What follows belongs to an exercise in optimizing a design on an open flow for small area; a production flow would make more cautious choices.
At most, simulation tests tie the RTL to the original design; equivalence was not proved.
No functional check of the RTL was part of run 7.
In runs 1 to 3 and 5 to 7 the design's own scripts or RTL, not TritonCTS, make the clock network.
The clock port is modelled as an ideal driver, which makes a skipped or thinned clock tree look cheaper than it is; a real chip needs a root buffer or a tree.
Power is estimated from default activity; no workload was simulated.

$ cat flow/config.mk
export PLATFORM = sky130hd
export DESIGN_NAME = flight_top
export DESIGN_NICKNAME = flight_top
export VERILOG_FILES = /design/flow/design.v
export SDC_FILE = /design/flow/constraint.sdc
export NUM_CORES = 4
export LEC_CHECK = 0
export CAP_MARGIN = 20
export CORE_MARGIN = 2
export CORE_UTILIZATION = 75
export PLACE_DENSITY = 0.85
export SLEW_MARGIN = 20
$ cat flow/constraint.sdc
create_clock -name core_clock -period 10.0 [get_ports {clk100mhz}]
set_input_delay 2.0000 -clock core_clock [delete_from_list [all_inputs] [get_ports {clk100mhz}]]
set_output_delay 2.0000 -clock core_clock [all_outputs]
set_load 0.01 [all_outputs]
$ cat flow/design.v
module flight_top (
    input  logic        clk100mhz,
    input  logic        btnC,
    input  logic [15:0] sw,
    output logic [15:0] led
);
    logic rst;
    assign rst = btnC;
    logic [16:0] m;
    logic        fresh;    
    logic        upd;
    assign upd = m[16] & m[15] & m[10] & m[9] & m[7] & m[5];
    always_ff @(posedge clk100mhz) begin
        if (rst) m <= 17'd0;
        else     m <= (m + 17'd1) & ~({17{upd}} & 17'd100000);
        fresh <= rst | (fresh & ~upd);
    end
    logic [4:0] t;
    assign t = m[4:0];
    logic hz, p1, p2;
    assign hz = (m[16:7] == 10'd0);
    assign p1 = hz & ~m[6] &  m[5] & ~t[4];     
    assign p2 = hz &  m[6] & ~m[5];             
    logic lo8, lo16, t0, t31;
    assign lo8  = ~t[4] & ~t[3];
    assign lo16 = ~t[4];
    assign t0   = (t == 5'd0);
    assign t31  = (t == 5'd31);
    logic [7:0]  L, N, C, Il;
    logic [15:0] R, E, Ih;
    logic [12:0] P;
    logic [7:0]  V;
    logic L_t, N_t, C_t, Il_t, R_t, E_t, Ih_t, P_t;
    assign L_t  = L[7];
    assign N_t  = N[7];
    assign C_t  = C[7];
    assign Il_t = Il[7];
    assign R_t  = R[15];
    assign E_t  = E[15];
    assign Ih_t = Ih[15];
    assign P_t  = P[12];
    logic vsel, astr;
    assign vsel = V[t[2:0]];
    assign astr = t[3] ? vsel : L_t;
    logic cr_q, cr_in, r_x, r_s, r_c;
    assign cr_in = t0 ? 1'b0 : cr_q;
    assign r_x   = lo8 & (m[6] ? C_t : N_t);
    assign {r_c, r_s} = R_t + r_x + cr_in;
    logic nf_in, neg_o;
    assign neg_o = astr ^ nf_in;
    logic sg_q;
    logic g1, g3, g5, g7;
    assign g1 = (t[3:0] != 4'd0);
    assign g3 = t[3] | t[2] | (t[1] & t[0]);
    assign g5 = t[3] | (t[2] & (t[1] | t[0]));
    assign g7 = t[3] | (t[2] & t[1] & t[0]);
    logic x1, x2, x3, x4, x5;
    assign x1 = m[6] ? astr : (g7 & E[6]);
    assign x2 = m[6] ? R_t  : ~(g3 & E[2]);
    assign x3 = m[6] ? (lo8 ? Il_t : Ih_t) : ~(g5 & P[2]);
    assign x4 = m[6] ? (t[4] ? sg_q : E_t) : ~(g3 & P[0]);
    assign x5 = g1 & Ih[8];
    logic [3:0] k_q, k_in;
    assign k_in = t0 ? {1'b0, ~m[6], ~m[6], ~m[6]} : k_q;
    logic sa, ca, sb, cb, sc, cc, sd, cd;
    assign {ca, sa} = x1 + x2 + k_in[0];
    assign {cb, sb} = x3 + x4 + k_in[1];
    assign {cc, sc} = x5 + sa + k_in[2];
    assign {cd, sd} = sb + sc + k_in[3];
    assign nf_in = k_in[2];
    assign sg_q  = k_q[3];
    logic d_s, i_s;
    assign d_s = sa;
    assign i_s = sb;
    always_ff @(posedge clk100mhz) begin
        cr_q <= r_c;
        k_q[0] <= ca;
        k_q[1] <= cb;
        k_q[2] <= m[6] ? (nf_in | astr) : cc;
        k_q[3] <= m[6] ? (t[4] ? sg_q : E_t) : cd;
    end
    logic w_l, w_n1, w_n2, w_r, w_e, w_p, w_il, w_ih;
    assign w_l  = p2 & lo8;
    assign w_n1 = p1 & t[3];
    assign w_n2 = p2 & ~t[4] & t[3];
    assign w_r  = (p1 | p2) & lo16;
    assign w_e  = p2 & lo16;
    assign w_p  = p2 & (t < 5'd13);
    assign w_il = p2 & lo8;
    assign w_ih = p2 & (t[4] ^ t[3]);
    logic L_h, N_h, C_h, R_h, E_h, P_h, Il_h, Ih_h;
    assign L_h  = ~fresh & (w_l  ? d_s : L_t);
    assign N_h  = w_n1 ? sd : w_n2 ? d_s : N_t;      
    assign C_h  = ~fresh & (w_n2 ? N_t : C_t);
    assign R_h  = ~fresh & (w_r  ? r_s : R_t);
    assign E_h  = w_e  ? neg_o : E_t;                
    assign P_h  = ~fresh & (w_p  ? E_t : P_t);
    assign Il_h = ~fresh & (w_il ? i_s : Il_t);
    assign Ih_h = ~fresh & (w_ih ? i_s : Ih_t);
    always_ff @(posedge clk100mhz) begin
        L  <= {L[6:0], L_h};
        C  <= {C[6:0], C_h};
        R  <= {R[14:0], R_h};
        E  <= {E[14:0], E_h};
        P  <= {P[11:0], P_h};
        Il <= {Il[6:0], Il_h};
        Ih <= {Ih[14:0], Ih_h};
        if (upd)
            N <= {sw[1], sw[2], sw[3], sw[4], sw[5], sw[6], sw[7], sw[0]};
        else
            N <= {N[6:0], N_h};
        if (rst)      V <= 8'd0;
        else if (upd) V <= {N[0], N[1], N[2], N[3], N[4], N[5], N[6], N[7]};
    end
    assign led = {8'd0, V};
endmodule
$ cat flow/flow/run.sh
#!/bin/bash
# Standard layout with: small port buffers, one shared tie cell, logic
# re-mapped for area (restructure) with gates
# at their smallest drive strength, and a hand-made clock tree (the clock
# port drives four clkbuf_16, each feeding one cluster of flip-flops).
set -euo pipefail
F="$PWD/flow"
bash standard.sh finish \
  SKIP_REPAIR_TIE_FANOUT=1 \
  POST_FLOORPLAN_TCL="$F/restructure.tcl" \
  BUFFER_PORTS_ARGS="-buffer_cell sky130_fd_sc_hd__buf_1" \
  PRE_CTS_TCL="$F/mtree.tcl" \
  POST_CTS_TCL="$F/mpost.tcl" \
  CTS_ARGS="-clk_nets clk100mhz -sink_clustering_enable -repair_clock_nets -dont_use_dummy_load -buf_list sky130_fd_sc_hd__clkbuf_4" \
  > make.log 2>&1
$ cat flow/flow/downsize.tcl
# Timing has several ns of slack, so give every logic gate the smallest
# drive strength of its kind (the cell with the least area); registers and
# adders are left as they are. Later repair steps still upsize any cell that
# needs it for slew or capacitance.
set db [ord::get_db]
set block [ord::get_db_block]
set n 0
set saved 0.0
foreach inst [$block getInsts] {
  set m [[$inst getMaster] getName]
  if {![regexp {^(sky130_fd_sc_hd__([a-z0-9]+))_([0-9]+)$} $m -> base kind drive]} { continue }
  if {[regexp {^(df|edf|sdf|dl|fa|ha|conb|tap|fill|decap|diode|clk)} $kind]} { continue }
  set best $m
  set barea [[$inst getMaster] getArea]
  foreach d {0 1 2 4 6 8 12 16} {
    set cand "${base}_$d"
    if {$cand eq $m} { continue }
    set cm [$db findMaster $cand]
    if {$cm eq "NULL" || $cm eq ""} { continue }
    if {[llength [get_lib_cells -quiet */$cand]] == 0} { continue }
    set lc [get_lib_cells */$cand]
    if {[get_property $lc dont_use]} { continue }
    if {[$cm getArea] < $barea} { set best $cand; set barea [$cm getArea] }
  }
  if {$best ne $m} {
    set saved [expr {$saved + ([[$inst getMaster] getArea] - $barea) / 1e6}]
    replace_cell [$inst getName] [get_lib_cells */$best]
    incr n
  }
}
puts "downsize: $n cells made smaller, [format %.1f $saved] um2 saved"
$ cat flow/flow/mpost.tcl
# Remove the buffers CTS put between the clock port and the leaf buffers of
# the hand-made tree: the port then drives the leaf buffers directly.
set block [ord::get_db_block]
set clknet [$block findNet clk100mhz]
set gone 0
foreach inst [$block getInsts] {
  if {![string match "clkbuf_*clk100mhz*" [$inst getName]]} { continue }
  set out [[$inst findITerm X] getNet]
  foreach it [$out getITerms] {
    if {[$it isOutputSignal]} { continue }
    $it disconnect
    $it connect $clknet
  }
  [$inst findITerm A] disconnect
  [$inst findITerm X] disconnect
  odb::dbInst_destroy $inst
  odb::dbNet_destroy $out
  incr gone
}
puts "mtree: removed $gone top-level clock buffers"
$ cat flow/flow/mtree.tcl
# Manual clock tree: the clock port drives K leaf buffers, each placed at the
# centre of a k-means cluster of flip-flops and driving that cluster's clock pins.
set K    4
set bufm sky130_fd_sc_hd__clkbuf_16
set db [ord::get_db]
set block [ord::get_db_block]
set clknet [$block findNet clk100mhz]
set sinks {}
foreach it [$clknet getITerms] {
  lappend sinks $it
}
set pts {}
foreach it $sinks {
  set loc [[$it getInst] getLocation]
  lappend pts [list [lindex $loc 0] [lindex $loc 1]]
}
set n [llength $pts]
# k-means, initialised from points sorted by x then split
set order [lsort -integer -index 0 [lmap p $pts {set p}]]
set cent {}
for {set k 0} {$k < $K} {incr k} {
  lappend cent [lindex $order [expr {int(($k + 0.5) * $n / $K)}]]
}
for {set iter 0} {$iter < 50} {incr iter} {
  set asg {}
  foreach p $pts {
    set best 0; set bd 1e30
    for {set k 0} {$k < $K} {incr k} {
      set c [lindex $cent $k]
      set d [expr {abs([lindex $p 0]-[lindex $c 0]) + abs([lindex $p 1]-[lindex $c 1])}]
      if {$d < $bd} { set bd $d; set best $k }
    }
    lappend asg $best
  }
  set newc {}
  for {set k 0} {$k < $K} {incr k} {
    set sx 0; set sy 0; set cnt 0
    foreach p $pts a $asg { if {$a == $k} { set sx [expr {$sx + [lindex $p 0]}]; set sy [expr {$sy + [lindex $p 1]}]; incr cnt } }
    if {$cnt > 0} { lappend newc [list [expr {$sx / $cnt}] [expr {$sy / $cnt}]] } else { lappend newc [lindex $cent $k] }
  }
  set cent $newc
}
set master [$db findMaster $bufm]
for {set k 0} {$k < $K} {incr k} {
  set inst [odb::dbInst_create $block $master "mtree_buf_$k"]
  set net  [odb::dbNet_create $block "mtree_net_$k"]
  $net setSigType CLOCK
  set c [lindex $cent $k]
  $inst setLocation [lindex $c 0] [lindex $c 1]
  $inst setPlacementStatus PLACED
  [$inst findITerm A] connect $clknet
  [$inst findITerm X] connect $net
  foreach it $sinks a $asg {
    if {$a == $k} { $it disconnect; $it connect $net }
  }
  puts "mtree: buffer $k at $c"
}
puts "mtree: $n sinks in $K clusters"
$ cat flow/flow/restructure.tcl
# Re-map the combinational logic for area with ABC (OpenROAD's restructure),
# then give every logic gate its smallest drive strength. Registers are not
# touched.
set rmp_dir $::env(OBJECTS_DIR)/rmp
file mkdir $rmp_dir

# restructure reads the liberty file itself and does not honour don't-use
# cells, so hand it a copy of the library without them.
set lib_in [lindex $::env(LIB_FILES) 0]
set lib_out $rmp_dir/no_dont_use.lib
set fi [open $lib_in r]
set fo [open $lib_out w]
set skip 0
set depth 0
while {[gets $fi line] >= 0} {
  if {$skip} {
    incr depth [expr {[regexp -all {\{} $line] - [regexp -all {\}} $line]}]
    if {$depth <= 0} { set skip 0 }
    continue
  }
  if {[regexp {^\s*cell\s*\(\s*"?([^")\s]+)"?\s*\)} $line -> cname]} {
    set bad 0
    foreach pat $::env(DONT_USE_CELLS) {
      if {[string match $pat $cname]} { set bad 1; break }
    }
    if {$bad} {
      set skip 1
      set depth [expr {[regexp -all {\{} $line] - [regexp -all {\}} $line]}]
      if {$depth <= 0} { set skip 0 }
      continue
    }
  }
  puts $fo $line
}
close $fi
close $fo

restructure -liberty_file $lib_out -target area \
  -tielo_port sky130_fd_sc_hd__conb_1/LO -tiehi_port sky130_fd_sc_hd__conb_1/HI \
  -work_dir $rmp_dir -abc_logfile $rmp_dir/abc.log

# restructure gives every constant its own tie cell: let one tie cell drive
# all constant-0 loads and one all constant-1 loads.
set block [ord::get_db_block]
foreach port {LO HI} {
  set keep ""
  foreach inst [$block getInsts] {
    if {[[$inst getMaster] getName] ne "sky130_fd_sc_hd__conb_1"} { continue }
    set it [$inst findITerm $port]
    set net [$it getNet]
    if {$net eq "NULL" || $net eq ""} { continue }
    if {$keep eq ""} { set keep $net; continue }
    foreach l [$net getITerms] {
      if {[$l getInst] eq $inst} { continue }
      $l disconnect
      $l connect $keep
    }
    foreach b [$net getBTerms] {
      $b disconnect
      $b connect $keep
    }
    $it disconnect
    odb::dbNet_destroy $net
  }
}
foreach inst [$block getInsts] {
  if {[[$inst getMaster] getName] ne "sky130_fd_sc_hd__conb_1"} { continue }
  set used 0
  foreach p {LO HI} {
    set n [[$inst findITerm $p] getNet]
    if {$n ne "NULL" && $n ne ""} { set used 1 }
  }
  if {!$used} { odb::dbInst_destroy $inst }
}

source [file dirname [info script]]/downsize.tcl
$ cat flow/standard.sh
#!/bin/bash
# synth_recipe.tcl (not shown) runs the flow's synth.tcl, then flattens the netlist and writes it again
# the make line also repeats each setting of config.mk as NAME=value (left out here)
make -C /OpenROAD-flow-scripts/flow DESIGN_CONFIG=/design/flow/config.mk WORK_HOME=/design/flow/orfs CLKGATE_MAP_FILE= SYNTH_SCRIPT=/design/flow/synth_recipe.tcl "${@:-finish}"
==> results of run 1 <==
-- flip-flops by register name, indices dropped and copies added, names as in the netlist, 13 cells and up --
signal / count
E: 16
m: 17
R: 16
Ih: 16
P: 13
-- cell type report --
type                            instances  area (um2)  share of cell area (%)
Timing Repair Buffer                   18        71.3                    1.89
Multi-Input combinational cell        142         917                    24.3
Sequential cell                       124        2480                    65.7
Tap cell                               70        87.6                    2.32
Buffer                                  4         100                    2.65
Inverter                               32         120                    3.18
-- kinds of logic after synthesis --
group                      after synthesis  synth area share (%)
other                                    1                0.0967
and+or+nand+nor                         94                  12.5
DFF                                    124                  64.0
xor gates and xnor gates                12                  2.71
AOI/OAI and AO/OA                       41                  6.13
muxes                                   18                  5.23
adders and majority gates               12                  4.84
buffers and inverters                   34                  4.49
-- routing by layer --
metal	GRT usage [%]	vias to the layer above	part of all wire [%]
met5	0	-	0
met4	8.38	0	1.7
met3	3.17	6	3.7
met2	30.1	41	46
met1	29.0	1026	48
li1	-	1097	-
-- power by group --
part | switching [mW] | internal [mW]
clock network | 0.110 | 0.0741
logic | 0.0289 | 0.0223
registers | 0.00840 | 0.509
total | 0.147 | 0.606
-- layout by cell type, fill, tap and decap left out, types with 2 or more instances in the layout --
cell type  synthesis  final
nor2_1            16     28
o211a_1            0      4
or3_1              2      2
nand4_1            6      2
clkinv_1           0     32
nand2_1           29      9
a22oi_1            0      3
dfxtp_1          124    124
buf_1              1     17
o221ai_1           0      4
nor2b_1            5      4
o22a_1             0      7
o22ai_1            0      4
a211oi_1           0      7
o21ai_0           10     16
nor3_1            10      5
a31oi_1            1      2
o221a_1            0     10
or4_1              0      2
a21oi_1           19      7
o311a_1            0      3
o21a_1             2      7
clkbuf_16          0      4
o21bai_1           0      2
-- path summary, 6_finish.rpt --
| path | from | endpoint | slack [ns] |
|---|---|---|---|
| worst max-delay path | m[0] | N[0] | 6.32 |
| worst max register to register | m[0] | N[0] | 6.32 |
| worst min register to register | L[6] | L[7] | 0.33 |
| worst min-delay path | L[6] | L[7] | 0.33 |
-- worst max-delay path: stages (launching register included) --
cell and delay [ns]:
dfxtp_1 0.49, clkinv_1 0.24, o21ai_0 0.32, o21ai_0 0.18, o22ai_1 0.27, nand2_1 0.11
o21ai_0 0.11, a2bb2oi_1 0.26, clkinv_1 0.17, a21oi_1 0.20, nor2b_1 0.18, nor2_1 0.08
nor2_1 0.09, a21oi_1 0.08, a221o_1 0.34, o21a_1 0.11, o32a_1 0.32
-- through the flow --
| stage | total power, mW | cell area [um2] | hold WS [ns] |
|---|---|---|---|
| after floorplan | 0.558 | 3880 | 0.310 |
| after global placement | 0.577 | 3680 | 0.310 |
| after detailed placement | 0.579 | 3680 | 0.312 |
| after global routing | 0.780 | 3780 | 0.331 |
| final | 0.753 | 3780 | 0.328 |
==> flow_summary.ini, run 1 <==
[run_status]
status = complete, no violations

[sta]
maxSlewHeadroom_pct = 63.1
setup_viol = 0
tightest_slew_ns = 0.553
finalHoldViolations = 0
skew_ns = 0.0154
fin_crit_ns = 3.68
max_freq_mhz = 271
setup_tns_ns = 0
rsz0062_at_grt = false
worst_slack_ns = 6.32
slew_viol_final = 0
fin_crit_sh_pct = 36.8

[route]
drc = 0
drtPass1Iterations = 4
vias = 2170
wirelength_mm = 5.59
wl_per_cell_um = 14.3
detail-route-antenna-nets = 0
vias_per_cell = 5.56
drt_iter0_markers = 141

[placement]
hpwl_mm = 3.95
port_buffers = 17
dp_slack_ns = 6.44
gp_congestion = 0.929
dp_cells = 386

[synthesis]
ys_types = 39
synthCells = 336
synth-seq-area-share_pct = 64.0
ys.warnings.count = 1
synthTopCellsByCount = 124 x dfxtp_1, 29 x nand2_1, 19 x a21oi_1
async_reset_ff_share_pct = 0
avgSynthCellArea_um2 = 11.5
synth.most_common_cell = dfxtp_1
synth_edf_count = 0
synth_flop_cell = dfxtp_1
syn-num-nets = 366
syn-cell-area_um2 = 3880
synthTopCellsByArea = dfxtp_1 64%, nand2_1 2.8%, xnor2_1 2.7%
ys_seq_elements = 124
yosys.area.top_type_share_pct = 64.0
yosys.area.top_type = dfxtp_1

[clock_network]
clk_pin_slew_ns = 0.10
clkLatencyLatePin_ns = 0.17

[layout]
final_util_pct = 74.9
num_antenna_cells = 0
layoutNonFillerInstCount = 390
fin_nets = 340
area_growth_syn_to_layout_pct = -2.52
fill_cells = 331
drive_above_1_share_pct = 1.88

[grt]
grt_pass1_wl_mm = 8.45
grt_remaining_overflow = 0
grt_max_degree = 34
grt_pass1_vias = 1810
grt_antenna_before_repair = 0
grt_use_total_pct = 20.1

[die]
io_pins = 34
fp.dieH_um = 75.9
dieArea_um2 = 5760
start_util_pct = 76.9
rows = 26
floorplan.core_area_um2 = 5040
die_x_um = 75.9

[critical_path]
path_max_fanout = 9
required_ns = 10.04
crit_arrival_ns = 3.72
crit_path_end_kind = flop
crit_type = reg2reg
rr_worst_depth = 16
crit_path_start_kind = flop

[power_and_ir_drop]
p_per_area_nw_per_um2 = 199
ir_worst_vdd_v = 0.000156
power.leakage_nw = 1.41

[run]
max-cap-violations = 0

[worst_hold_path]
min_path_cells = 0
hold_path.class = reg2reg
==> run 2: changes to the inputs <==
--- a/flow/design.v
+++ b/flow/design.v
@@ -7,11 +7,12 @@
     logic rst;
     assign rst = btnC;
-    logic [16:0] m;
+    logic [16:0] m, mq;
+    assign m = ~mq;
     logic        fresh;    
     logic        upd;
     assign upd = m[16] & m[15] & m[10] & m[9] & m[7] & m[5];
     always_ff @(posedge clk100mhz) begin
-        if (rst) m <= 17'd0;
-        else     m <= (m + 17'd1) & ~({17{upd}} & 17'd100000);
+        if (rst) mq <= ~17'd0;
+        else     mq <= ~((m + 17'd1) & ~({17{upd}} & 17'd100000));
         fresh <= rst | (fresh & ~upd);
     end
==> run 2 against run 1 <==
  * Largest cell class unchanged
  * Largest power group unchanged
  * Utilization fell by 0.25 points
  * Synthesized cell count rose by 1.2%
  * Critical endpoint unchanged
  * Combinational power fell by 31%
  * Sequential cell count did not move
  * Highest routed layer unchanged
==> flow_summary.ini, run 2 <==
[placement]
hpwl_mm = 4.33
gp_congestion = 0.827
port_buffers = 17
dpl_cell_area_um2 = 3660

[synthesis]
synth-xor-area-share_pct = 1.81
synth_mux_area_share_pct = 2.45
yosys.area.top_type = dfxtp_1
syn-num-nets = 370
synthAdderAreaFrac_pct = 4.84
async_reset_ff_share_pct = 0
synth-seq-area-share_pct = 64.0
synthTopCellsByCount = 124 x dfxtp_1, 53 x nand2_1, 17 x a21oi_1
synth-compound-area-share_pct = 6.64
yosys.area.top_type_share_pct = 64.0
ys.warnings.count = 1
synth_flop_cell = dfxtp_1
ys_seq_elements = 124
synth.most_common_cell = dfxtp_1
synthCells = 340
syn-cell-area_um2 = 3880
synth_edf_count = 0
avgSynthCellArea_um2 = 11.4
synth_top_family_by_area = simple AND/OR/NAND/NOR gates
synthTopCellsByArea = dfxtp_1 64%, nand2_1 5.1%, fa_1 2.6%
yosys.area_share.simple_pct = 16.2
ys_types = 51

[clock_network]
clk_pin_slew_ns = 0.10
clkLatencyLatePin_ns = 0.17

[grt]
grt_remaining_overflow = 0
grt_pass1_wl_mm = 10.5
grt_use_total_pct = 22.9
grt_antenna_before_repair = 0
grt_pass1_vias = 2175
grt_max_degree = 38

[worst_hold_path]
hold_path.class = reg2reg
min_from = Ih[10]
min_path_cells = 0
hold_end = Ih[11]

[die]
die_x_um = 75.9
start_util_pct = 76.9
dieArea_um2 = 5760
io_pins = 34
rows = 26
fp.dieH_um = 75.9
floorplan.core_area_um2 = 5040

[layout]
fin_nets = 343
final_cell_mix = 124 x dfxtp_1, 31 x clkinv_1, 21 x nor2_1
final_common_cell = dfxtp_1
fin_area_um2 = 3770
regMostFlops = mq
num_antenna_cells = 0
area_growth_syn_to_layout_pct = -2.93
largest_register_ff_count = 17
final_util_pct = 74.7
drive_above_1_share_pct = 1.55

[power_and_ir_drop]
ir_worst_vdd_v = 0.000189
p_per_area_nw_per_um2 = 191
power.leakage_nw = 1.40

[sta]
rsz0062_at_grt = false
maxSlewHeadroom_pct = 50.0
setup_viol = 0
fin_crit_ns = 4.14
fin_crit_sh_pct = 41.4
setup_tns_ns = 0
skew_ns = 0.0215
tightest_slew_ns = 0.747
slew_viol_final = 0
finalHoldViolations = 0
max_freq_mhz = 241

[run_status]
status = complete, no violations

[critical_path]
reg2reg_from = mq[3]
crit_arrival_ns = 4.20
crit_type = reg2reg
rr_worst_depth = 17
ff2ff_setup_slack_ns = 5.86
regToRegEndpoint = N[0]
crit_path_end_kind = flop
crit_start = mq[3]
crit_path_start_kind = flop
path_max_fanout = 11
required_ns = 10.05

[route]
wirelength_mm = 6.18
drc = 0
vias_per_cell = 5.74
drtPass1Iterations = 4
wl_per_cell_um = 15.7
drt_iter0_markers = 132
detail-route-antenna-nets = 0
vias = 2257

[run]
max-cap-violations = 0
[run 2: cell count changes in the layout (fill, tap and decap cells not counted), sizes merged, moves of 4 or more]
cell / change
nor2: -7
a21oi: +5
o211a: -4
nand3: +4
o211ai: +5
nand2: +6
a211oi: -4
or3: +4
[run 2: routing by layer]
metal,vias to the layer above,routed length (um),track usage (%)
li1,1110,-,-
met1,1055,2600,28.5
met5,-,0,0
met4,0,168,9.27
met2,77,3040,39.4
met3,15,369,4.64
[run 2: power by group]
group,internal [mW],leakage (nW),switching (mW)
Combinational,0.0118,0.348,0.0235
Sequential,0.499,1.00,0.00262
Clock,0.0740,0.0493,0.109
Total,0.585,1.40,0.135
[run 2: cell families (layout without fill, tap and decap cells)]
family	Yosys count	in the layout
xor+xnor	8	1
other cells	1	1
mux	9	0
fa+ha+maj	12	0
compound gates	41	82
flops	124	124
buf+inv	31	52
simple gates	114	63
[run 2: worst max path at each step]
| stage | cells after the start | to |
|---|---|---|
| 2_1_floorplan | 11 | N[0] |
| 3_3_place_gp | 17 | N[0] |
| 3_5_place_dp | 17 | N[0] |
| 5_1_grt | 16 | N[0] |
| 6_report | 17 | N[0] |
[run 2: stage by stage]
stage,power [mW],std cells,hold slack [ns],worst slack [ns]
after floorplan,0.537,340,0.310,6.71
after detailed placement,0.547,389,0.312,6.01
after global placement,0.545,389,0.310,6.27
final,0.720,393,0.330,5.86
after global routing,0.744,393,0.336,5.43
[run 2: final cells by class]
| cell class | instances | area [um2] |
|---|---|---|
| well taps | 70 | 87.6 |
| repair buffers | 17 | 63.8 |
| flip-flops and latches | 124 | 2480 |
| multi-input cells | 147 | 916 |
| plain buffers | 4 | 100 |
| fillers | 330 | 1280 |
| inverters | 31 | 116 |
[run 2: critical path, cell delays in order, from the launching register on]
cell and delay [ns]:
dfxtp_1 0.54, clkinv_1 0.29, nor4_1 0.49, nand2_1 0.22, clkinv_1 0.18, a22oi_1 0.13
o21ai_0 0.27, nor2_1 0.09, a21oi_1 0.30, clkinv_1 0.23, o22ai_1 0.27, nor2_1 0.08
a21oi_1 0.18, o21a_1 0.17, nor2_1 0.05, o21ai_0 0.16, a21oi_1 0.08, o32ai_1 0.31
==> run 3: changes to the inputs <==
--- a/flow/config.mk
+++ b/flow/config.mk
@@ -6,4 +6,5 @@
 export NUM_CORES = 4
 export LEC_CHECK = 0
+export ABC_AREA = 1
 export CAP_MARGIN = 20
 export CORE_MARGIN = 2
==> run 3 against run 2 <==
  * Still clean on timing, DRC and antenna
  * Sequential cell count unchanged
  * Register-to-register slack improved by 0.06 ns
  * Clock power about the same
  * Hold slack got worse by 0.028 ns
  * Largest cell class unchanged
  * Combinational power decreased by 18%
  * Utilization decreased by 0.50 points
==> flow_summary.ini, run 3 <==
[sta]
finalHoldViolations = 0
rsz0062_at_grt = false
fin_crit_ns = 4.09
fin_crit_sh_pct = 40.9
setup_viol = 0
tightest_slew_ns = 0.541
max_freq_mhz = 245
skew_ns = 0.0362
slew_viol_final = 0
maxSlewHeadroom_pct = 63.6
worst_slack_ns = 5.91
setup_tns_ns = 0

[critical_path]
crit_type = reg2reg
crit_chain = clkinv_1 -> nor2_1 -> clkinv_1 -> nor2_1 -> nand2_1 -> o21a_1 -> o21ai_0 -> xor2_1 -> clkinv_1 -> o22ai_1 -> nand2_1 -> o21ai_0 -> o21ai_0 -> nor2b_1 -> nor2_1 -> a211oi_1 -> o32ai_1
required_ns = 10.04
crit_path_start_kind = flop
worst_path_max_delay_cell = dfxtp_1
worstPathBufferInverterCount = 3
crit_path_end_kind = flop
path_max_fanout = 9
crit_arrival_ns = 4.13
slowest_delay_ns = 0.47
critPathTopFamily = compound AO/OA/AOI/OAI gates

[power_and_ir_drop]
switching_share_pct = 18.7
ir_worst_vdd_v = 0.000185
seq_power_share_pct = 70.1
p_clk_share_pct = 25.8
power.leakage_nw = 1.38
p_per_area_nw_per_um2 = 191
p_comb_share_pct = 4.0
p_int_uw = 581
power_uw = 715
p_switching_uw = 133

[route]
drt_iter0_markers = 139
vias_per_cell = 5.80
wl_per_cell_um = 16.4
vias = 2249
drc = 0
detail-route-antenna-nets = 0
wirelength_mm = 6.35
drtPass1Iterations = 5

[layout]
fill_cells = 349
fin_nets = 338
final_cell_mix = 124 x dfxtp_1, 28 x clkinv_1, 22 x o21ai_0
regMostFlops = mq
num_antenna_cells = 0
seqCellArea_um2 = 2480
drive_above_1_share_pct = 1.89
multiInputGateArea_um2 = 895
largest_register_ff_count = 17
area_growth_syn_to_layout_pct = -2.99
fin_area_um2 = 3740
final_common_cell = dfxtp_1

[placement]
gp_congestion = 0.872
dpl_cell_area_um2 = 3640
hpwl_mm = 4.27
port_buffers = 17
dp_slack_ns = 6.18

[grt]
grt_pass1_wl_mm = 10.1
grt_antenna_before_repair = 0
grt_pass1_vias = 2135
grt_max_degree = 40
grt_use_total_pct = 24.1
grt_remaining_overflow = 0

[synthesis]
synthTopCellsByArea = dfxtp_1 64%, nand2_1 8.4%, o21ai_0 3.8%
ys_seq_elements = 124
synth_edf_count = 0
synth.most_common_cell = dfxtp_1
async_reset_ff_share_pct = 0
synth-seq-area-share_pct = 64.4
syn-cell-area_um2 = 3860
ys.warnings.count = 1
synthCells = 390
yosys.area.top_type = dfxtp_1
synth_flop_cell = dfxtp_1
avgSynthCellArea_um2 = 9.89
ys_types = 34
synthTopCellsByCount = 124 x dfxtp_1, 86 x nand2_1, 36 x inv_1
yosys.area.top_type_share_pct = 64.4
syn-num-nets = 420

[die]
fp.dieH_um = 75.7
floorplan.core_area_um2 = 5040
rows = 26
start_util_pct = 76.5
die_x_um = 75.7
io_pins = 34
dieArea_um2 = 5730

[run]
max-cap-violations = 0

[run_status]
status = complete, no violations

[worst_hold_path]
hold_path.class = reg2reg

[clock_network]
clkLatencyLatePin_ns = 0.18
clk_pin_slew_ns = 0.12
-- run 3: final timing paths --
check / start / slack [ns] / cells past startpoint / end
max: mq[3] / 5.91 / 17 / N[0]
min: P[1] / 0.30 / 0 / P[2]
max reg2reg: mq[3] / 5.91 / 17 / N[0]
min reg2reg: P[1] / 0.30 / 0 / P[2]
-- run 3: area by class of cell --
cell class / count / share of cell area (%)
inverter: 28 / 2.81
timing repair buffer: 18 / 1.91
buffer: 4 / 2.68
sequential: 124 / 66.4
tap: 70 / 2.34
multi-input combinational: 144 / 23.9
-- run 3: cells by family (layout without fill, tap and decap cells) --
kind of cell / after synthesis / count (layout) / synth area share, %
xor gates and xnor gates: 3 / 2 / 0.682
other: 1 / 1 / 0.0972
buffers and inverters: 57 / 50 / 6.81
adders and majority gates: 12 / 0 / 4.87
AOI/OAI and AO/OA: 52 / 82 / 7.20
and+or+nand+nor: 141 / 59 / 16.0
DFF: 124 / 124 / 64.4
-- run 3: metal layers --
| layer | global-route usage [%] | routed length [um] | vias up |
|---|---|---|---|
| li1 | - | - | 1089 |
| met1 | 30.8 | 2760 | 1070 |
| met2 | 41.4 | 3170 | 82 |
| met3 | 5.82 | 330 | 8 |
| met4 | 6.04 | 91 | 0 |
| met5 | 0 | 0 | - |
-- run 3: power by group through the flow --
stage	combinational, mW	clock [mW]	sequential, mW
after floorplan	0.0237	0	0.511
after global placement	0.0259	0	0.512
after detailed placement	0.0274	0	0.512
after global routing	0.0319	0.201	0.502
final	0.0288	0.185	0.501
-- run 3: through the flow --
step           util (%)  instances  hold slack, ns
2_1_floorplan         -        390           0.310
3_3_place_gp       72.2        384           0.311
3_5_place_dp       72.2        384           0.313
5_1_grt            74.2        388           0.316
6_report           74.2        388           0.302
==> run 4: changes to the inputs <==
==> flow/flow/mpost.tcl (replaced) <==
set block [ord::get_db_block]
set clknet [$block findNet clk100mhz]
set leaves 0
foreach inst [$block getInsts] {
  if {[string match "mtree_buf_*" [$inst getName]]} { incr leaves }
}
set gone 0
if {$leaves <= 4} {
  foreach inst [$block getInsts] {
    if {![string match "clkbuf_*clk100mhz*" [$inst getName]]} { continue }
    set out [[$inst findITerm X] getNet]
    foreach it [$out getITerms] {
      if {[$it isOutputSignal]} { continue }
      $it disconnect
      $it connect $clknet
    }
    [$inst findITerm A] disconnect
    [$inst findITerm X] disconnect
    odb::dbInst_destroy $inst
    odb::dbNet_destroy $out
    incr gone
  }
}
puts "mtree: $leaves leaf buffers, removed $gone top-level clock buffers"
==> flow/flow/mtree.tcl (replaced) <==
set bufm sky130_fd_sc_hd__clkbuf_16
set slew_target 0.118
set db [ord::get_db]
set block [ord::get_db_block]
set clknet [$block findNet clk100mhz]
set sinks [$clknet getITerms]
set pts {}
foreach it $sinks {
  set loc [[$it getInst] getLocation]
  lappend pts [list [lindex $loc 0] [lindex $loc 1]]
}
set n [llength $pts]

proc kmeans {pts K} {
  set n [llength $pts]
  set order [lsort -integer -index 0 $pts]
  set cent {}
  for {set k 0} {$k < $K} {incr k} {
    lappend cent [lindex $order [expr {int(($k + 0.5) * $n / $K)}]]
  }
  for {set iter 0} {$iter < 50} {incr iter} {
    set asg {}
    foreach p $pts {
      set best 0; set bd 1e30
      for {set k 0} {$k < $K} {incr k} {
        set c [lindex $cent $k]
        set d [expr {abs([lindex $p 0]-[lindex $c 0]) + abs([lindex $p 1]-[lindex $c 1])}]
        if {$d < $bd} { set bd $d; set best $k }
      }
      lappend asg $best
    }
    set newc {}
    for {set k 0} {$k < $K} {incr k} {
      set sx 0; set sy 0; set cnt 0
      foreach p $pts a $asg {
        if {$a == $k} { set sx [expr {$sx + [lindex $p 0]}]; set sy [expr {$sy + [lindex $p 1]}]; incr cnt }
      }
      if {$cnt > 0} { lappend newc [list [expr {$sx / $cnt}] [expr {$sy / $cnt}]] } else { lappend newc [lindex $cent $k] }
    }
    set cent $newc
  }
  return [list $cent $asg]
}

proc max_clk_slew {} {
  set mx 0
  foreach p [get_pins -hierarchical */CLK] {
    foreach pr {slew_max_rise slew_max_fall} {
      set s [get_property $p $pr]
      if {$s > $mx} { set mx $s }
    }
  }
  return $mx
}

set master [$db findMaster $bufm]
set saved_prop [llength [get_clocks -filter is_propagated]]
set_propagated_clock [all_clocks]
for {set K 4} {$K <= 6} {incr K} {
  lassign [kmeans $pts $K] cent asg
  set bufs {}
  set nets {}
  for {set k 0} {$k < $K} {incr k} {
    set inst [odb::dbInst_create $block $master "mtree_buf_$k"]
    set net  [odb::dbNet_create $block "mtree_net_$k"]
    $net setSigType CLOCK
    set c [lindex $cent $k]
    $inst setLocation [lindex $c 0] [lindex $c 1]
    $inst setPlacementStatus PLACED
    [$inst findITerm A] connect $clknet
    [$inst findITerm X] connect $net
    foreach it $sinks a $asg {
      if {$a == $k} { $it disconnect; $it connect $net }
    }
    lappend bufs $inst
    lappend nets $net
  }
  estimate_parasitics -placement
  set s [max_clk_slew]
  puts "mtree: K=$K estimated max clock-pin slew [format %.1f [expr {$s * 1e3}]] ps"
  if {$s < $slew_target || $K == 6} { break }
  # undo and try one more cluster
  foreach it $sinks { $it disconnect; $it connect $clknet }
  foreach inst $bufs { [$inst findITerm A] disconnect; [$inst findITerm X] disconnect; odb::dbInst_destroy $inst }
  foreach net $nets { odb::dbNet_destroy $net }
}
if {!$saved_prop} { unset_propagated_clock [all_clocks] }
puts "mtree: $n sinks in $K clusters"
==> run 4 against run 3 <==
  * Setup slack worse by 0.042 ns
  * First-iteration DRC count is 17% higher
  * Sequential cell count stayed put
  * Combinational power hardly changed
  * Routed wire length is 0.71% higher
  * Sequential share of layout area is 0.83 points lower
  * Sequential power hardly changed
  * Clock skew is 0.0077 ns lower
  * Hold slack better by 0.015 ns
  * Cell area is 1.3% higher
  * Cell count is 1.0% higher
  * Critical path depth is 1 lower
  * Largest cell class unchanged
  * Highest routed layer unchanged
==> flow_summary.ini, run 4 <==
[power_and_ir_drop]
p_switching_uw = 154
p_clk_share_pct = 30.7
p_int_uw = 611
seq_power_share_pct = 65.5
power.leakage_nw = 1.41
ir_worst_vdd_v = 0.000174
p_per_area_nw_per_um2 = 202
p_comb_share_pct = 3.8
switching_share_pct = 20.2

[route]
drt_iter0_markers = 163
wl_per_cell_um = 16.3
wirelength_mm = 6.40
vias = 2303
drt-met1-wl_mm = 2.80
routed-wl-met2_mm = 3.09
vias_per_cell = 5.88
top_layer = met4
drtPass1Iterations = 5
drc = 0
detail-route-antenna-nets = 0
met3_wirelength_um = 406

[critical_path]
regToRegEndpoint = N[0]
crit_arrival_ns = 4.48
crit_type = reg2reg
crit_start = mq[3]
worst_path_max_delay_cell = dfxtp_1
reg2reg_from = mq[3]
slowest_delay_ns = 0.45
required_ns = 10.35
crit_end = N[0]
ff2ff_setup_slack_ns = 5.87
crit_path_start_kind = flop
path_max_fanout = 9
crit_path_end_kind = flop
crit_chain = clkinv_1 -> nor2_1 -> clkinv_1 -> nor2_1 -> nand2_1 -> o21a_1 -> o21ai_0 -> xor2_1 -> clkinv_1 -> o22ai_1 -> nand2_1 -> o21ai_0 -> o21ai_0 -> nor2b_1 -> a211oi_1 -> o32ai_1
rr_worst_depth = 16

[sta]
skew_ns = 0.0285
tightest_slew_ns = 0.526
fin_crit_sh_pct = 41.3
setup_tns_ns = 0
maxSlewHeadroom_pct = 64.6
rsz0062_at_grt = false
finalHoldViolations = 0
fin_crit_ns = 4.13
max_freq_mhz = 242
setup_viol = 0
slew_viol_final = 0
hold_slack_ns = 0.318

[layout]
largest_register_ff_count = 17
final_util_pct = 75.1
num_antenna_cells = 0
regMostFlops = mq
drive_above_1_share_pct = 3.11
fin_nets = 342
final_cell_mix = 124 x dfxtp_1, 28 x clkinv_1, 22 x o21ai_0
area_growth_syn_to_layout_pct = -1.75
layoutNonFillerInstCount = 392
final_common_cell = dfxtp_1

[grt]
grt_max_degree = 31
grt_use_total_pct = 24.1
grt_antenna_before_repair = 0
grt_remaining_overflow = 0
grt_pass1_vias = 2214
grt_pass1_wl_mm = 10.4

[synthesis]
synth.most_common_cell = dfxtp_1
yosys.area.top_type = dfxtp_1
syn-num-nets = 420
yosys.area.top_type_share_pct = 64.4
async_reset_ff_share_pct = 0
ys.warnings.count = 1
ys_types = 34
synthCells = 390
synth_flop_cell = dfxtp_1
syn-cell-area_um2 = 3860
avgSynthCellArea_um2 = 9.89
synth_edf_count = 0
synthTopCellsByCount = 124 x dfxtp_1, 86 x nand2_1, 36 x inv_1
synthTopCellsByArea = dfxtp_1 64%, nand2_1 8.4%, o21ai_0 3.8%
synth-seq-area-share_pct = 64.4
ys_seq_elements = 124

[run_status]
status = complete, no violations

[run]
max-cap-violations = 0

[die]
fp.dieH_um = 75.7
rows = 26
dieArea_um2 = 5730
io_pins = 34
floorplan.core_area_um2 = 5040
start_util_pct = 76.5
die_x_um = 75.7

[placement]
port_buffers = 17
gp_congestion = 0.872
hpwl_mm = 4.27
dp_cells = 384

[clock_network]
clk_pin_slew_ns = 0.10
clkLatencyLatePin_ns = 0.49
cts_tree = built

[worst_hold_path]
hold_path.class = reg2reg
run 4: kinds of logic (layout without fill, tap and decap cells):
group,count (synthesis),in the layout,share of synthesized area (%)
XOR/XNOR,3,2,0.682
AO/OA/AOI/OAI,52,82,7.20
adder cells (fa/ha/maj),12,0,4.87
buffers and inverters,57,54,6.81
AND/OR/NAND/NOR,141,59,16.0
flip-flops,124,124,64.4
other,1,1,0.0972
run 4: how the worst min path moves through the flow:
stage | start | endpoint | slack [ns] | cells past startpoint
6_report | P[4] | P[5] | 0.32 | 0
5_1_grt | P[4] | P[5] | 0.33 | 0
3_5_place_dp | Ih[2] | Ih[3] | 0.31 | 0
2_1_floorplan | C[0] | C[1] | 0.31 | 0
3_3_place_gp | Ih[9] | Ih[10] | 0.31 | 0
run 4: stage by stage:
stage	cell area (um2)	setup WS, ns	total power, mW
floorplan	3860	7.03	0.535
detailed placement	3640	6.18	0.540
global route	3790	5.52	0.788
finish	3790	5.87	0.765
global placement	3640	6.34	0.538
run 4: metal layers:
layer / up-vias / GRT usage, %
met1: 1091 / 31.0
met3: 16 / 4.89
met4: 0 / 7.41
li1: 1094 / -
met5: - / 0
met2: 102 / 41.4
run 4: layout make-up, without the clock buffers:
cell class | count | area [um2]
Sequential cell | 124 | 2480
Timing Repair Buffer | 18 | 71.3
Tap cell | 70 | 87.6
Fill cell | 333 | 1250
Multi-Input combinational cell | 144 | 895
Inverter | 28 | 105
Buffer | 5 | 125
run 4: power by group through the flow:
| stage | combinational, mW | clock [mW] | sequential, mW |
|---|---|---|---|
| 2_1_floorplan | 0.0237 | 0 | 0.511 |
| 3_3_place_gp | 0.0259 | 0 | 0.512 |
| 3_5_place_dp | 0.0274 | 0 | 0.512 |
| 5_1_grt | 0.0321 | 0.254 | 0.502 |
| 6_report | 0.0291 | 0.235 | 0.501 |
run 4: critical path: cells and delay by family, from the launching register on:
kind | cells | cell delay (ns)
compound gates | 7 | 1.34
xor+xnor | 1 | 0.36
buf+inv | 3 | 0.70
flops | 1 | 0.45
simple gates | 5 | 1.14
==> run 5: changes to the inputs <==
--- a/flow/flow/mtree.tcl
+++ b/flow/flow/mtree.tcl
@@ -20,13 +20,23 @@
   }
   for {set iter 0} {$iter < 50} {incr iter} {
-    set asg {}
+    # balanced assignment: nearest free cluster, closest pairs first, at
+    # most ceil(n/K) sinks per cluster
+    set cap [expr {($n + $K - 1) / $K}]
+    set pairs {}
+    set i 0
     foreach p $pts {
-      set best 0; set bd 1e30
       for {set k 0} {$k < $K} {incr k} {
         set c [lindex $cent $k]
-        set d [expr {abs([lindex $p 0]-[lindex $c 0]) + abs([lindex $p 1]-[lindex $c 1])}]
-        if {$d < $bd} { set bd $d; set best $k }
+        lappend pairs [list [expr {abs([lindex $p 0]-[lindex $c 0]) + abs([lindex $p 1]-[lindex $c 1])}] $i $k]
       }
-      lappend asg $best
+      incr i
+    }
+    set asg [lrepeat $n -1]
+    set used [lrepeat $K 0]
+    foreach pr [lsort -real -index 0 $pairs] {
+      lassign $pr d i k
+      if {[lindex $asg $i] >= 0 || [lindex $used $k] >= $cap} { continue }
+      lset asg $i $k
+      lset used $k [expr {[lindex $used $k] + 1}]
     }
     set newc {}
--- a/flow/config.mk
+++ b/flow/config.mk
@@ -7,7 +7,7 @@
 export LEC_CHECK = 0
 export ABC_AREA = 1
-export CAP_MARGIN = 20
+export CAP_MARGIN = 0
 export CORE_MARGIN = 2
 export CORE_UTILIZATION = 75
 export PLACE_DENSITY = 0.85
-export SLEW_MARGIN = 20
+export SLEW_MARGIN = 0
==> run 5 against run 4 <==
  * Utilization is 0.94 points lower
  * Critical path depth unchanged
  * Critical endpoint unchanged
  * Routed wire length increased by 0.88%
  * Via count decreased by 2.4%
  * Largest cell class unchanged
  * Synthesized cell count unchanged
  * Die area is the same
  * Cell count decreased by 1.0%
  * Maximum frequency rose by 1.8%
  * Sequential share of layout area up 0.83 points
  * Synthesized area unchanged
  * Global-route usage rose by 0.31 points
  * Still clean on timing, DRC and antenna
==> flow_summary.ini, run 5 <==
[power_and_ir_drop]
p_per_area_nw_per_um2 = 192
ir_worst_vdd_v = 0.000205
power.leakage_nw = 1.38

[critical_path]
required_ns = 10.05
worstPathBufferInverterCount = 3
slowest_delay_ns = 0.47
crit_type = reg2reg
crit_path_start_kind = flop
crit_path_end_kind = flop
crit_chain = clkinv_1 -> nor2_1 -> clkinv_1 -> nor2_1 -> nand2_1 -> o21a_1 -> o21ai_0 -> xor2_1 -> clkinv_1 -> o22ai_1 -> nand2_1 -> o21ai_0 -> o21ai_0 -> nor2b_1 -> a211oi_1 -> o32ai_1
path_max_fanout = 9
worst_path_max_delay_cell = dfxtp_1
critPathTopFamily = compound AO/OA/AOI/OAI gates
crit_arrival_ns = 4.10

[die]
die_x_um = 75.7
rows = 26
fp.dieH_um = 75.7
dieArea_um2 = 5730
io_pins = 34
start_util_pct = 76.5
floorplan.core_area_um2 = 5040

[layout]
seqCellArea_um2 = 2480
multiInputGateArea_um2 = 895
layoutNonFillerInstCount = 388
final_common_cell = dfxtp_1
fin_nets = 338
area_growth_syn_to_layout_pct = -2.99
regMostFlops = mq
num_antenna_cells = 0
fill_cells = 350
final_cell_mix = 124 x dfxtp_1, 28 x clkinv_1, 22 x o21ai_0
fin_area_um2 = 3740
drive_above_1_share_pct = 1.89
largest_register_ff_count = 17

[sta]
hold_slack_ns = 0.318
finalHoldViolations = 0
maxSlewHeadroom_pct = 59.6
setup_viol = 0
skew_ns = 0.0161
fin_crit_ns = 4.05
setup_tns_ns = 0
max_freq_mhz = 247
tightest_slew_ns = 0.601
rsz0062_at_grt = false
fin_crit_sh_pct = 40.5
slew_viol_final = 0

[synthesis]
synth-seq-area-share_pct = 64.4
ys_types = 34
synthTopCellsByArea = dfxtp_1 64%, nand2_1 8.4%, o21ai_0 3.8%
synthCells = 390
syn-cell-area_um2 = 3860
syn-num-nets = 420
ys_seq_elements = 124
avgSynthCellArea_um2 = 9.89
synthTopCellsByCount = 124 x dfxtp_1, 86 x nand2_1, 36 x inv_1
synth_edf_count = 0
synth.most_common_cell = dfxtp_1
yosys.area.top_type_share_pct = 64.4
synth_flop_cell = dfxtp_1
ys.warnings.count = 1
async_reset_ff_share_pct = 0
yosys.area.top_type = dfxtp_1

[route]
drtPass1Iterations = 4
vias = 2247
wirelength_mm = 6.45
drc = 0
detail-route-antenna-nets = 0
vias_per_cell = 5.79
wl_per_cell_um = 16.6
drt_iter0_markers = 120

[clock_network]
clk_pin_slew_ns = 0.12
clkLatencyLatePin_ns = 0.17

[run_status]
status = complete, no violations

[grt]
grt_remaining_overflow = 0
met1_usage_pct = 30.8
grtUsageMet3_pct = 4.63
grt_antenna_before_repair = 0
grt_use_total_pct = 24.4
grt_pass1_vias = 2227
grt_max_degree = 32
busiest_layer = met2
grt_util_met2_pct = 41.5
grt_pass1_wl_mm = 10.4

[placement]
dpl_cell_area_um2 = 3640
gp_congestion = 0.872
dp_cells = 384
port_buffers = 17
hpwl_mm = 4.27

[worst_hold_path]
hold_path.class = reg2reg

[run]
max-cap-violations = 0
run 5: cell counts after synthesis:
No cell type changed its count.
run 5: layout make-up:
cell class,count,share of cell area [%]
tap,70,2.34
timing repair buffer,18,1.91
sequential,124,66.4
buffer,4,2.68
multi-input combinational,144,23.9
inverter,28,2.81
run 5: kinds of logic after synthesis:
| logic type | count (synthesis) | share of synthesized area, % |
|---|---|---|
| compound gates | 52 | 7.20 |
| xor+xnor | 3 | 0.682 |
| buf+inv | 57 | 6.81 |
| other cells | 1 | 0.0972 |
| flops | 124 | 64.4 |
| simple gates | 141 | 16.0 |
| fa+ha+maj | 12 | 4.87 |
run 5: final timing paths:
check        slack [ns]   from    end  cells past startpoint
max                5.95  mq[3]   N[0]                     16
min                0.32   P[9]  P[10]                      0
max reg2reg        5.95  mq[3]   N[0]                     16
min reg2reg        0.32   P[9]  P[10]                      0
run 5: power by group:
| part | internal (mW) | switching [mW] |
|---|---|---|
| registers | 0.498 | 0.00328 |
| logic | 0.00928 | 0.0196 |
| clock network | 0.0743 | 0.115 |
run 5: worst reg2reg max path, cell delays in order, from the launching register on:
cell and delay, ns:
dfxtp_1 0.47, clkinv_1 0.29, nor2_1 0.29, clkinv_1 0.18, nor2_1 0.40, nand2_1 0.15
o21a_1 0.16, o21ai_0 0.21, xor2_1 0.37, clkinv_1 0.24, o22ai_1 0.23, nand2_1 0.08
o21ai_0 0.11, o21ai_0 0.17, nor2b_1 0.19, a211oi_1 0.31, o32ai_1 0.11
run 5: through the flow:
stage / worst slack, ns / power (mW) / util, %
6_report: 5.95 / 0.719 / 74.2
5_1_grt: 5.64 / 0.740 / 74.2
3_5_place_dp: 6.18 / 0.540 / 72.2
3_3_place_gp: 6.34 / 0.538 / 72.2
2_1_floorplan: 7.03 / 0.535 / -
run 5: routing by layer:
layer / vias up / wire [um]
met2: 75 / 3060
met1: 1066 / 2850
li1: 1079 / -
met4: 0 / 203
met3: 27 / 343
met5: - / 0
==> run 6: changes to the inputs <==
--- a/flow/config.mk
+++ b/flow/config.mk
@@ -7,7 +7,7 @@
 export LEC_CHECK = 0
 export ABC_AREA = 1
-export CAP_MARGIN = 0
+export CAP_MARGIN = 20
 export CORE_MARGIN = 2
 export CORE_UTILIZATION = 75
 export PLACE_DENSITY = 0.85
-export SLEW_MARGIN = 0
+export SLEW_MARGIN = 20
==> run 6 against run 5 <==
  * Synthesized area unchanged
  * Cell area unchanged
  * Sequential cell count unchanged
  * First-iteration DRC count unchanged
  * Utilization unchanged
  * Largest power group unchanged
==> flow_summary.ini, run 6 <==
[sta]
tightest_slew_ns = 0.601
slew_viol_final = 0
setup_viol = 0
fin_crit_sh_pct = 40.5
max_freq_mhz = 247
skew_ns = 0.0161
maxSlewHeadroom_pct = 59.6
rsz0062_at_grt = false
finalHoldViolations = 0
hold_slack_ns = 0.318
setup_tns_ns = 0
fin_crit_ns = 4.05

[route]
wl_per_cell_um = 16.6
detail-route-antenna-nets = 0
drc = 0
vias_per_cell = 5.79
vias = 2247
drtPass1Iterations = 4
wirelength_mm = 6.45
drt_iter0_markers = 120

[synthesis]
synth_edf_count = 0
yosys.area.top_type_share_pct = 64.4
synthTopCellsByArea = dfxtp_1 64%, nand2_1 8.4%, o21ai_0 3.8%
avgSynthCellArea_um2 = 9.89
syn-cell-area_um2 = 3860
ys_types = 34
ys.warnings.count = 1
ys_seq_elements = 124
synthTopCellsByCount = 124 x dfxtp_1, 86 x nand2_1, 36 x inv_1
async_reset_ff_share_pct = 0
yosys.area.top_type = dfxtp_1
syn-num-nets = 420
synthCells = 390
synth.most_common_cell = dfxtp_1
synth_flop_cell = dfxtp_1
synth-seq-area-share_pct = 64.4

[run_status]
status = complete, no violations

[layout]
regMostFlops = mq
num_antenna_cells = 0
final_common_cell = dfxtp_1
fin_nets = 338
fin_area_um2 = 3740
final_cell_mix = 124 x dfxtp_1, 28 x clkinv_1, 22 x o21ai_0
area_growth_syn_to_layout_pct = -2.99
drive_above_1_share_pct = 1.89
layoutNonFillerInstCount = 388
largest_register_ff_count = 17

[worst_hold_path]
hold_path.class = reg2reg

[critical_path]
path_max_fanout = 9
worst_path_max_delay_cell = dfxtp_1
crit_chain = clkinv_1 -> nor2_1 -> clkinv_1 -> nor2_1 -> nand2_1 -> o21a_1 -> o21ai_0 -> xor2_1 -> clkinv_1 -> o22ai_1 -> nand2_1 -> o21ai_0 -> o21ai_0 -> nor2b_1 -> a211oi_1 -> o32ai_1
crit_type = reg2reg
crit_path_end_kind = flop
slowest_delay_ns = 0.47
crit_path_start_kind = flop
crit_arrival_ns = 4.10
required_ns = 10.05

[power_and_ir_drop]
ir_worst_vdd_v = 0.000205
p_switching_uw = 138
p_clk_share_pct = 26.3
p_comb_share_pct = 4.0
p_per_area_nw_per_um2 = 192
power.leakage_nw = 1.38
seq_power_share_pct = 69.7
switching_share_pct = 19.1
p_int_uw = 582

[die]
dieArea_um2 = 5730
io_pins = 34
rows = 26
fp.dieH_um = 75.7
floorplan.core_area_um2 = 5040
start_util_pct = 76.5
die_x_um = 75.7

[grt]
grt_pass1_wl_mm = 10.4
grt_use_total_pct = 24.4
grt_pass1_vias = 2227
grt_max_degree = 32
grt_antenna_before_repair = 0
grt_remaining_overflow = 0

[placement]
gp_congestion = 0.872
dpl_cell_area_um2 = 3640
port_buffers = 17
dp_cells = 384
hpwl_mm = 4.27

[clock_network]
clk_pin_slew_ns = 0.12
clkLatencyLatePin_ns = 0.17

[run]
max-cap-violations = 0
## run 6: cell counts after synthesis
Identical to the previous run, type by type.
## run 6: critical path: cells and delay by family, from the launching register on
family | cells | cell delay, ns
AOI/OAI and AO/OA | 7 | 1.30
xor gates and xnor gates | 1 | 0.37
buffers and inverters | 3 | 0.71
DFF | 1 | 0.47
and+or+nand+nor | 5 | 1.10
## run 6: final cells by class
class                   instances  area, um2
repair buffers                 18       71.3
inverters                      28        105
fillers                       350       1300
well taps                      70       87.6
flip-flops and latches        124       2480
multi-input cells             144        895
plain buffers                   4        100
## run 6: worst paths after layout
| kind | start | endpoint | slack [ns] | cells past startpoint |
|---|---|---|---|---|
| setup / recovery | mq[3] | N[0] | 5.95 | 16 |
| setup reg to reg | mq[3] | N[0] | 5.95 | 16 |
| hold reg to reg | P[9] | P[10] | 0.32 | 0 |
| hold / removal | P[9] | P[10] | 0.32 | 0 |
## run 6: stage by stage
step	util [%]	setup slack (ns)	total power, mW
2_1_floorplan	-	7.03	0.535
3_3_place_gp	72.2	6.34	0.538
3_5_place_dp	72.2	6.18	0.540
5_1_grt	74.2	5.64	0.740
6_report	74.2	5.95	0.719
## run 6: cell families (layout without fill, tap and decap cells)
| logic type | after synthesis | count (layout) | share of synthesized area (%) |
|---|---|---|---|
| and+or+nand+nor | 141 | 59 | 16.0 |
| DFF | 124 | 124 | 64.4 |
| buffers and inverters | 57 | 50 | 6.81 |
| AOI/OAI and AO/OA | 52 | 82 | 7.20 |
| adders and majority gates | 12 | 0 | 4.87 |
| xor gates and xnor gates | 3 | 2 | 0.682 |
| other | 1 | 1 | 0.0972 |
## run 6: metal layers
layer,track usage [%],vias to the layer above,routed length [um]
met5,0,-,0
met4,9.94,0,203
met3,4.63,27,343
met2,41.5,75,3060
met1,30.8,1066,2850
li1,-,1079,-
## run 6: power by group through the flow
stage / Combinational, mW / Sequential, mW / Clock, mW
3_3_place_gp: 0.0259 / 0.512 / 0
2_1_floorplan: 0.0237 / 0.511 / 0
3_5_place_dp: 0.0274 / 0.512 / 0
6_report: 0.0289 / 0.501 / 0.189
5_1_grt: 0.0319 / 0.502 / 0.206
==> run 7: changes to the inputs <==
--- a/flow/design.v
+++ b/flow/design.v
@@ -29,8 +29,10 @@
     assign t31  = (t == 5'd31);
     logic [7:0]  L, N, C, Il;
-    logic [15:0] R, E, Ih;
+    logic [15:0] R, E;
+    logic [4:0]  Ib;
+    logic [9:0]  Ic;
     logic [12:0] P;
     logic [7:0]  V;
-    logic L_t, N_t, C_t, Il_t, R_t, E_t, Ih_t, P_t;
+    logic L_t, N_t, C_t, Il_t, R_t, E_t, Ib_t, Ic_t, P_t;
     assign L_t  = L[7];
     assign N_t  = N[7];
@@ -39,5 +41,6 @@
     assign R_t  = R[15];
     assign E_t  = E[15];
-    assign Ih_t = Ih[15];
+    assign Ib_t = Ib[4];
+    assign Ic_t = Ic[9];
     assign P_t  = P[12];
     logic vsel, astr;
@@ -59,7 +62,7 @@
     assign x1 = m[6] ? astr : (g7 & E[6]);
     assign x2 = m[6] ? R_t  : ~(g3 & E[2]);
-    assign x3 = m[6] ? (lo8 ? Il_t : Ih_t) : ~(g5 & P[2]);
+    assign x3 = m[6] ? (lo8 ? Il_t : (t < 5'd13) ? Ib_t : Ic_t) : ~(g5 & P[2]);
     assign x4 = m[6] ? (t[4] ? sg_q : E_t) : ~(g3 & P[0]);
-    assign x5 = g1 & Ih[8];
+    assign x5 = g1 & ((t[3:0] < 4'd6) ? Ib[0] : Ic[0]);
     logic [3:0] k_q, k_in;
     assign k_in = t0 ? {1'b0, ~m[6], ~m[6], ~m[6]} : k_q;
@@ -81,5 +84,5 @@
         k_q[3] <= m[6] ? (t[4] ? sg_q : E_t) : cd;
     end
-    logic w_l, w_n1, w_n2, w_r, w_e, w_p, w_il, w_ih;
+    logic w_l, w_n1, w_n2, w_r, w_e, w_p, w_il, w_ib, w_ic;
     assign w_l  = p2 & lo8;
     assign w_n1 = p1 & t[3];
@@ -89,6 +92,7 @@
     assign w_p  = p2 & (t < 5'd13);
     assign w_il = p2 & lo8;
-    assign w_ih = p2 & (t[4] ^ t[3]);
-    logic L_h, N_h, C_h, R_h, E_h, P_h, Il_h, Ih_h;
+    assign w_ib = p2 & (t >= 5'd8) & (t < 5'd13);
+    assign w_ic = p2 & (t >= 5'd13) & (t < 5'd23);
+    logic L_h, N_h, C_h, R_h, E_h, P_h, Il_h, Ib_h, Ic_h;
     assign L_h  = ~fresh & (w_l  ? d_s : L_t);
     assign N_h  = w_n1 ? sd : w_n2 ? d_s : N_t;      
@@ -98,5 +102,6 @@
     assign P_h  = ~fresh & (w_p  ? E_t : P_t);
     assign Il_h = ~fresh & (w_il ? i_s : Il_t);
-    assign Ih_h = ~fresh & (w_ih ? i_s : Ih_t);
+    assign Ib_h = ~fresh & (w_ib ? i_s : Ib_t);
+    assign Ic_h = ~fresh & (w_ic ? i_s : Ic_t);
     always_ff @(posedge clk100mhz) begin
         L  <= {L[6:0], L_h};
@@ -106,5 +111,6 @@
         P  <= {P[11:0], P_h};
         Il <= {Il[6:0], Il_h};
-        Ih <= {Ih[14:0], Ih_h};
+        Ib <= {Ib[3:0], Ib_h};
+        Ic <= {Ic[8:0], Ic_h};
         if (upd)
             N <= {sw[1], sw[2], sw[3], sw[4], sw[5], sw[6], sw[7], sw[0]};
==> run 7 against run 6 <==
  * Die area is 1.9% higher
  * Largest cell class unchanged
  * Setup slack better by 0.35 ns
  * Clock power hardly changed
  * Global-route usage is 3.2 points lower
  * Synthesized area is 2.0% higher
  * Still clean
  * Sequential share of layout area is 1.3 points lower
  * Via count is 0.67% lower
  * Hold slack better by 0.011 ns
  * Routed wire length is 11% lower
  * Sequential cell count is 1 lower
  * Register-to-register slack better by 0.35 ns
==> flow_summary.ini, run 7 <==
[synthesis]
synthCells = 395
ys_seq_elements = 123
synth-seq-area-share_pct = 62.6
avgSynthCellArea_um2 = 9.96
synthTopCellsByArea = dfxtp_1 63%, nand2_1 7.2%, a21oi_1 3.4%
yosys.area.top_type = dfxtp_1
ys.warnings.count = 1
yosys.area.top_type_share_pct = 62.6
syn-cell-area_um2 = 3930
synth_flop_cell = dfxtp_1
synth_edf_count = 0
synth.most_common_cell = dfxtp_1
syn-num-nets = 423
ys_types = 32
synthTopCellsByCount = 123 x dfxtp_1, 75 x nand2_1, 36 x inv_1
async_reset_ff_share_pct = 0

[sta]
rsz0062_at_grt = false
max_freq_mhz = 270
finalHoldViolations = 0
slew_viol_final = 0
fin_crit_ns = 3.70
tightest_slew_ns = 0.513
setup_tns_ns = 0
maxSlewHeadroom_pct = 65.7
hold_slack_ns = 0.328
fin_crit_sh_pct = 37.0
setup_viol = 0
skew_ns = 0.0107

[critical_path]
crit_type = reg2reg
crit_arrival_ns = 3.83
regToRegEndpoint = N[0]
reg2reg_from = mq[0]
crit_end = N[0]
ff2ff_setup_slack_ns = 6.30
rr_worst_depth = 17
crit_path_end_kind = flop
crit_path_start_kind = flop
crit_start = mq[0]
path_max_fanout = 8
required_ns = 10.12

[die]
floorplan.core_area_um2 = 5070
dieArea_um2 = 5840
io_pins = 34
die_x_um = 76.4
fp.dieH_um = 76.4
rows = 26
start_util_pct = 77.5

[grt]
grt_use_total_pct = 21.2
grt_max_degree = 32
grt_remaining_overflow = 0
grt_pass1_vias = 2141
grt_antenna_before_repair = 0
grt_pass1_wl_mm = 9.85

[route]
vias_per_cell = 5.58
wirelength_mm = 5.73
drt_iter0_markers = 164
detail-route-antenna-nets = 0
wl_per_cell_um = 14.3
vias = 2232
drtPass1Iterations = 4
drc = 0

[layout]
final_cell_mix = 123 x dfxtp_1, 33 x clkinv_1, 27 x nor2_1
layoutNonFillerInstCount = 400
fill_cells = 361
drive_above_1_share_pct = 2.12
regMostFlops = mq
area_growth_syn_to_layout_pct = -3.69
final_util_pct = 74.6
fin_nets = 350
largest_register_ff_count = 17
final_common_cell = dfxtp_1
top_regs = mq: 17 flops, E: 16 flops, R: 16 flops
num_antenna_cells = 0
fin_area_um2 = 3790

[power_and_ir_drop]
ir_worst_vdd_v = 0.000156
power.leakage_nw = 1.38
p_per_area_nw_per_um2 = 184

[placement]
gp_congestion = 0.870
dp_cells = 396
port_buffers = 17
hpwl_mm = 3.91
dpl_cell_area_um2 = 3690

[worst_hold_path]
hold_path.class = reg2reg

[clock_network]
clkLatencyLatePin_ns = 0.17
clk_pin_slew_ns = 0.11

[run_status]
status = complete, no violations

[run]
max-cap-violations = 0
-- run 7: changes by cell type after synthesis, moves of 3 or more --
cell | previous run | this run
nand2_2 | 1 | 4
a21oi_1 | 15 | 27
o21ai_1 | 1 | 8
nor2_1 | 21 | 15
o21ai_0 | 29 | 22
nor2_4 | 2 | 8
inv_2 | 2 | 6
nand4_1 | 3 | 7
nand2_1 | 86 | 75
-- run 7: routing by layer --
metal / share of wire, % / up-vias / wire length, um / GRT usage [%]
li1: - / 1131 / - / -
met1: 48 / 1032 / 2740 / 29.3
met2: 45 / 53 / 2590 / 32.7
met3: 3.8 / 16 / 217 / 3.67
met4: 3.0 / 0 / 172 / 10.2
met5: 0 / - / 0 / 0
-- run 7: worst min-delay path by stage --
stage	from	to	slack, ns	cells past startpoint
finish	E[3]	E[4]	0.33	0
global placement	E[0]	E[1]	0.31	0
global route	Il[2]	Il[3]	0.34	0
detailed placement	Ic[2]	Ic[3]	0.31	0
floorplan	C[0]	C[1]	0.31	0
-- run 7: through the flow --
step | worst slack (ns) | power, mW
after floorplan | 6.99 | 0.520
after global placement | 6.65 | 0.520
after detailed placement | 6.51 | 0.521
after global routing | 5.90 | 0.723
final | 6.30 | 0.698
-- run 7: cell type report --
| cell class | instances | area (um2) | area share (%) |
|---|---|---|---|
| inverter | 33 | 124 | 3.27 |
| buffer | 4 | 100 | 2.64 |
| timing repair buffer | 19 | 78.8 | 2.08 |
| sequential | 123 | 2460 | 65.0 |
| tap | 70 | 87.6 | 2.31 |
| multi-input combinational | 151 | 935 | 24.7 |
-- run 7: worst max-delay path, cell delays in order (launching register included) --
cell      delay, ns
dfxtp_1        0.47
clkinv_1       0.16
nor2_1         0.30
clkinv_1       0.17
nor4_1         0.20
buf_4          0.20
nand2_1        0.09
o21a_1         0.15
o21ai_0        0.29
nor2_1         0.11
a21oi_1        0.29
clkinv_1       0.17
a21oi_1        0.22
nand2_1        0.09
o21ai_0        0.15
nor2_1         0.10
a211oi_1       0.30
o32a_1         0.19
-- run 7: where the power goes --
part           total (mW)  internal [mW]  switching (mW)  leakage [nW]
registers           0.493          0.491         0.00158         0.992
clock network       0.188         0.0742           0.113        0.0493
logic              0.0176        0.00566          0.0120         0.338
-- run 7: logic make-up (layout without fill, tap and decap cells) --
group	after synthesis	count (layout)	share of synthesized area, %
simple gates	139	70	17.6
other cells	1	1	0.0954
compound gates	64	80	8.59
mux	1	0	0.382
fa+ha+maj	10	0	4.14
flops	123	123	62.6
buf+inv	57	56	6.55

-- static timing again, ports no longer ideal --
The results above use ideal ports. As a check the final layouts listed here were re-extracted and re-timed, cells and wires unchanged. Step 1, drivers: a clkbuf_16 drives clk100mhz and a buf_2 each remaining input, both assumed. Step 2 times the ports against the registers' clock, not the clock port: input delays grow and output delays shrink by t, the midpoint of the rising clock arrivals with the driver on. a / b / c = ideal ports / drivers / drivers and shift; a / b = the first two.
run | t, ns | setup WS [ns] | cell pins on the clock port's net
run 1 | 0.239 | 6.316 / 6.316 / 6.316 | 4
run 2 | 0.238 | 5.855 / 5.855 / 5.855 | 4
run 3 | 0.237 | 5.914 / 5.914 / 5.914 | 4
run 4 | 0.497 | 5.872 / 5.872 / 5.872 | 1
run 5 | 0.237 | 5.947 / 5.947 / 5.947 | 4
run 6 | 0.237 | 5.947 / 5.947 / 5.947 | 4
run 7 | 0.237 | 6.298 / 6.298 / 6.298 | 4
After both steps every run listed still meets setup and hold.
